This is an optimization exercise on Yosys and OpenROAD, whose aim is small area, not a production implementation. In this exercise RTL edits were held to simulation tests only and were not proved equivalent to the original.

<file path="config.mk">
export PLATFORM = sky130hd
export DESIGN_NAME = lms_filter
export DESIGN_NICKNAME = lms_filter
export VERILOG_FILES = /design/flow/design.v
export SDC_FILE = /design/flow/constraint.sdc
export NUM_CORES = 8
export LEC_CHECK = 0
export CAP_MARGIN = 20
export CORE_MARGIN = 2
export CORE_UTILIZATION = 45
export SLEW_MARGIN = 20
</file>
<file path="constraint.sdc">
create_clock -name core_clock -period 14.0 [get_ports {clk}]
set_input_delay 2.8000 -clock core_clock [delete_from_list [all_inputs] [get_ports {clk}]]
set_output_delay 2.8000 -clock core_clock [all_outputs]
set_load 0.01 [all_outputs]
</file>
<file path="design.v">
`timescale 1ns/1ps
module lms_filter #(
    parameter DW = 16,
    parameter M  = 32,
    parameter MU = 16'd32     
)(
    input wire clk,
    input wire rst_n,
    input wire signed [DW-1:0] pcm_in,
    input wire pcm_valid,
    input wire speech,
    output reg signed [DW-1:0] pcm_out,
    output reg pcm_out_valid
);
reg signed [DW-1:0] delay_line [0:M-1];
reg signed [DW-1:0] weights [0:M-1];
integer i;
integer i1;
reg signed [DW-1:0] s1_in;
reg s1_valid, s1_speech;
always @(posedge clk or negedge rst_n) begin
    if (!rst_n) begin
        s1_valid <= 0; s1_speech <= 0; s1_in <= 0;
        for (i1 = 0; i1 < M; i1 = i1 + 1) delay_line[i1] <= 0;
    end else begin
        s1_valid <= pcm_valid;
        s1_speech <= speech;
        s1_in <= pcm_in;
        if (pcm_valid) begin : shift_delay
            integer j;
            for (j = M-1; j > 0; j = j - 1)
                delay_line[j] <= delay_line[j-1];
            delay_line[0] <= pcm_in;
        end
    end
end
reg signed [31:0] y_acc;
reg signed [DW-1:0] s2_in;
reg s2_valid, s2_speech;
always @(posedge clk or negedge rst_n) begin
    if (!rst_n) begin
        y_acc <= 0; s2_valid <= 0; s2_speech <= 0; s2_in <= 0;
    end else begin
        s2_valid <= s1_valid;
        s2_speech <= s1_speech;
        s2_in <= s1_in;
        if (s1_valid) begin : dot_product
            integer k;
            reg signed [31:0] acc;
            acc = 0;
            for (k = 0; k < M; k = k + 1)
                acc = acc + (($signed(weights[k]) * $signed(delay_line[k])) >>> 15);
            y_acc <= acc;
        end
    end
end
wire signed [DW-1:0] y_out = (y_acc > 32767) ? 16'sd32767 :
                                (y_acc < -32768) ? -16'sd32768 : y_acc[15:0];
wire signed [DW-1:0] err_out = s2_in - y_out;
always @(posedge clk or negedge rst_n) begin
    if (!rst_n) begin
        pcm_out <= 0; pcm_out_valid <= 0;
        for (i = 0; i < M; i = i + 1) weights[i] <= 0;
    end else begin
        pcm_out_valid <= s2_valid;
        if (s2_valid) begin
            pcm_out <= err_out;
            if (!s2_speech) begin : weight_update
                integer m;
                reg signed [47:0] upd;
                for (m = 0; m < M; m = m + 1) begin
                    upd = ($signed({32'd0, MU}) * $signed(delay_line[m]) * $signed(err_out)) >>> 30;
                    weights[m] <= weights[m] + upd[DW-1:0];
                end
            end
        end
    end
end
endmodule
</file>
<file path="run.sh">
#!/bin/bash
# synth_recipe.tcl (not shown) runs the flow's synth.tcl, then flattens the netlist and writes it again
# the make line also repeats each setting of config.mk as NAME=value (left out here)
make -C /OpenROAD-flow-scripts/flow DESIGN_CONFIG=/design/flow/config.mk WORK_HOME=/design/flow/orfs CLKGATE_MAP_FILE= SYNTH_SCRIPT=/design/flow/synth_recipe.tcl finish
</file>
==> results.json <==
{
  "status": "no timing/DRC/antenna violations",
  "drt_pass1_iterations": 7,
  "final_core_util": 0.476,
  "syn_inst": 70700,
  "cts_buffer_depth": 5,
  "worst_pin_slew_ps": 1190,
  "design_area_um2": 701000,
  "cp.arrival_ps": 14430,
  "ys.warnings.count": 3,
  "critPathMostFrequentCell": "fa_1",
  "vias": 455000,
  "synthesis.area_um2": 664000,
  "grt_max_degree": 152,
  "grt_use_met3": 0.0358,
  "nets": 92700,
  "grt_pass1_wl_um": 2910000,
  "period_needed_ps": 13520,
  "slowest_delay_ps": 910,
  "avgSynthCellArea_um2": 9.39,
  "routed_wl_um": 1800000,
  "synthFlopType": "dfrtp_1",
  "hold_class": "flip-flop to flip-flop",
  "period_share": 0.966,
  "htree_num_levels": 4,
  "wire_per_inst_um": 20.2,
  "die_w_um": 1220,
  "drc": 0,
  "skew_ps": 120,
  "async_flop_share": 1.00,
  "antenna_found_initial": 95,
  "grtUsageTotal": 0.252,
  "criticalPathCategory": "flip-flop to flip-flop",
  "fin_tns_setup_ps": 0,
  "crit_path_start_kind": "flip-flop",
  "cts-root-buf": "clkbuf_16",
  "placementRows": 446,
  "vias_per_cell": 5.08,
  "final_hold_viol_count": 0,
  "grt_use_met2": 0.417,
  "die_y_um": 1220,
  "gr-usage-met1": 0.343,
  "final_common_cell": "inv_1",
  "drtAntennaViolNets": 0,
  "crit_slowest_cell": "dfrtp_1",
  "hpwl_um": 1490000,
  "busiest_layer": "met2",
  "timing.critical_path.buf_inv": 11,
  "holdBufCountCts": 0,
  "path_clk_slew_ps": 60,
  "die-area_um2": 1480000,
  "cpLargestDelayFamily": "adder cells",
  "ys_types": 87,
  "clock.fmax_ghz": 0.0739,
  "setup_viol": 0,
  "first_global_vias": 500000,
  "io_buffers": 36,
  "rsz0062_at_grt": "no",
  "cp_max_fo": 17,
  "io_pins": 37,
  "placed_area_um2": 694000,
  "maxSlewHeadroom": 0.197,
  "end_kind": "flip-flop",
  "cts_tree": "done",
  "start_util": 0.451,
  "cts_buffers": 188,
  "seq_area_frac_synth": 0.0418,
  "overflow": 0,
  "drv_slew": 0,
  "final_cell_mix": "inv_1, fa_1, nand2_1",
  "clkLatencyLatePin_ps": 1150,
  "crit_required_ps": 14900,
  "maxCapViolations": 0,
  "drive_above_1_share": 0.0516,
  "globalplace.congestion": 0.936,
  "cts_sinks": 1109,
  "ys_ff_latch": 1109,
  "synth_edf_count": 0,
  "syn_nets": 93600,
  "drt-initial-drc-count": 26300,
  "area_growth_pct": 5.63,
  "coreArea_um2": 1470000
}
==> final timing paths <==
check | endpoint | slack (ps) | cells past startpoint | start
max in group asynchronous | weights[13][12] | 9370 | 4 | rst_n
setup reg to reg | y_acc[23] | 480 | 45 | delay_line[29][11]
hold / removal | s2_in[2] | 340 | 0 | s1_in[2]
hold reg to reg | s2_in[2] | 340 | 0 | s1_in[2]
min in group asynchronous | weights[2][3] | 1690 | 1 | rst_n
setup / recovery | y_acc[23] | 480 | 45 | delay_line[29][11]
==> layer usage <==
layer / vias up / wire length [um]
met2: 11800 / 854000
met5: - / 122
li1: 202000 / -
met3: 2262 / 112000
met4: 18 / 72800
met1: 239000 / 766000
==> area by class of cell <==
class	count	area, um^2
Clock buffer	230	5150
Timing Repair Buffer	2086	17600
Tap cell	19500	24400
Inverter	18400	69200
Multi-Input combinational cell	48000	555000
Fill cell	140000	772000
Antenna cell	53	133
Clock inverter	101	1360
Sequential cell	1109	27800
==> stage by stage <==
step	instances	setup slack [ps]	hold WS [ps]
5_1_grt	89500	0.155	351
3_5_place_dp	89100	127	335
2_1_floorplan	70700	1450	331
3_3_place_gp	89100	144	334
4_1_cts	89500	145	343
6_report	89500	476	343
==> timing repair <==
item,in CTS,in global routing
setup buffers,0,3
endpoints found under the setup margin,1,23
resized for setup,1,136
pin swaps,0,4
cloned,0,0
==> flip-flops by register name, summed over array words and instances (netlist names) <==
register / count
s2_valid: 1
pcm_out_valid: 1
s1_in: 16
weights: 512
s1_valid: 1
delay_line: 512
s2_in: 16
y_acc: 32
s2_speech: 1
pcm_out: 16
s1_speech: 1
==> kinds of logic after synthesis <==
| group | synth area share |
|---|---|
| adders and majority gates | 0.626 |
| and+or+nand+nor | 0.144 |
| xor gates and xnor gates | 0.0234 |
| DFF | 0.0418 |
| muxes | 0.00952 |
| buffers and inverters | 0.122 |
| AOI/OAI and AO/OA | 0.0330 |
==> cell usage after synthesis, types with 114 or more instances <==
cell type      n  area (um^2)
nor2_1       849         3190
inv_1      18400        69200
and2_1      5882        36800
a211oi_1     125          938
nor3_1       277         1390
nand4_1      123          769
or3_1        114          713
fa_1       17300       346000
nor2b_1      812         5080
o21bai_1     138         1040
a21oi_1      839         4200
o21a_1       221         1660
and3_1       118          738
dfrtp_1     1109        27800
nand2_1     9483        35600
nand2b_1     765         4790
xor2_1       456         3990
clkbuf_1    3075        11500
o21ai_0      895         4480
a21o_1       457         3430
xnor2_1     1318        11500
ha_1        5593        70000
or2_2        501         3130
nand3_1      207         1040
mux2_2       520         5860

## static timing again, ports no longer ideal
How much do the figures lean on ideal ports? The routed layout below was timed once more, with nothing changed but the port constraints. Step 1: set_driving_cell puts a clkbuf_16 on clk and a buf_2 on each other input, an assumption about the parent block. Step 2 times the ports against the registers' clock, not the clock port: input delays grow and output delays shrink by t, the midpoint of the rising clock arrivals with the driver on. Slacks: no drivers / after step 1 / after step 2; pairs: no drivers / after step 1.
t, ns: 1.262
slack for setup (ns): 0.476 / 0.476 / 0.476
clock arrival spread, ns: 0.132 / 0.132
cell pins on the clock port's net: 1
After both steps setup and hold are still met in this run. For this run, drivers alone change the setup slack by 0.000 ns; drivers and shift together by 0.000 ns.
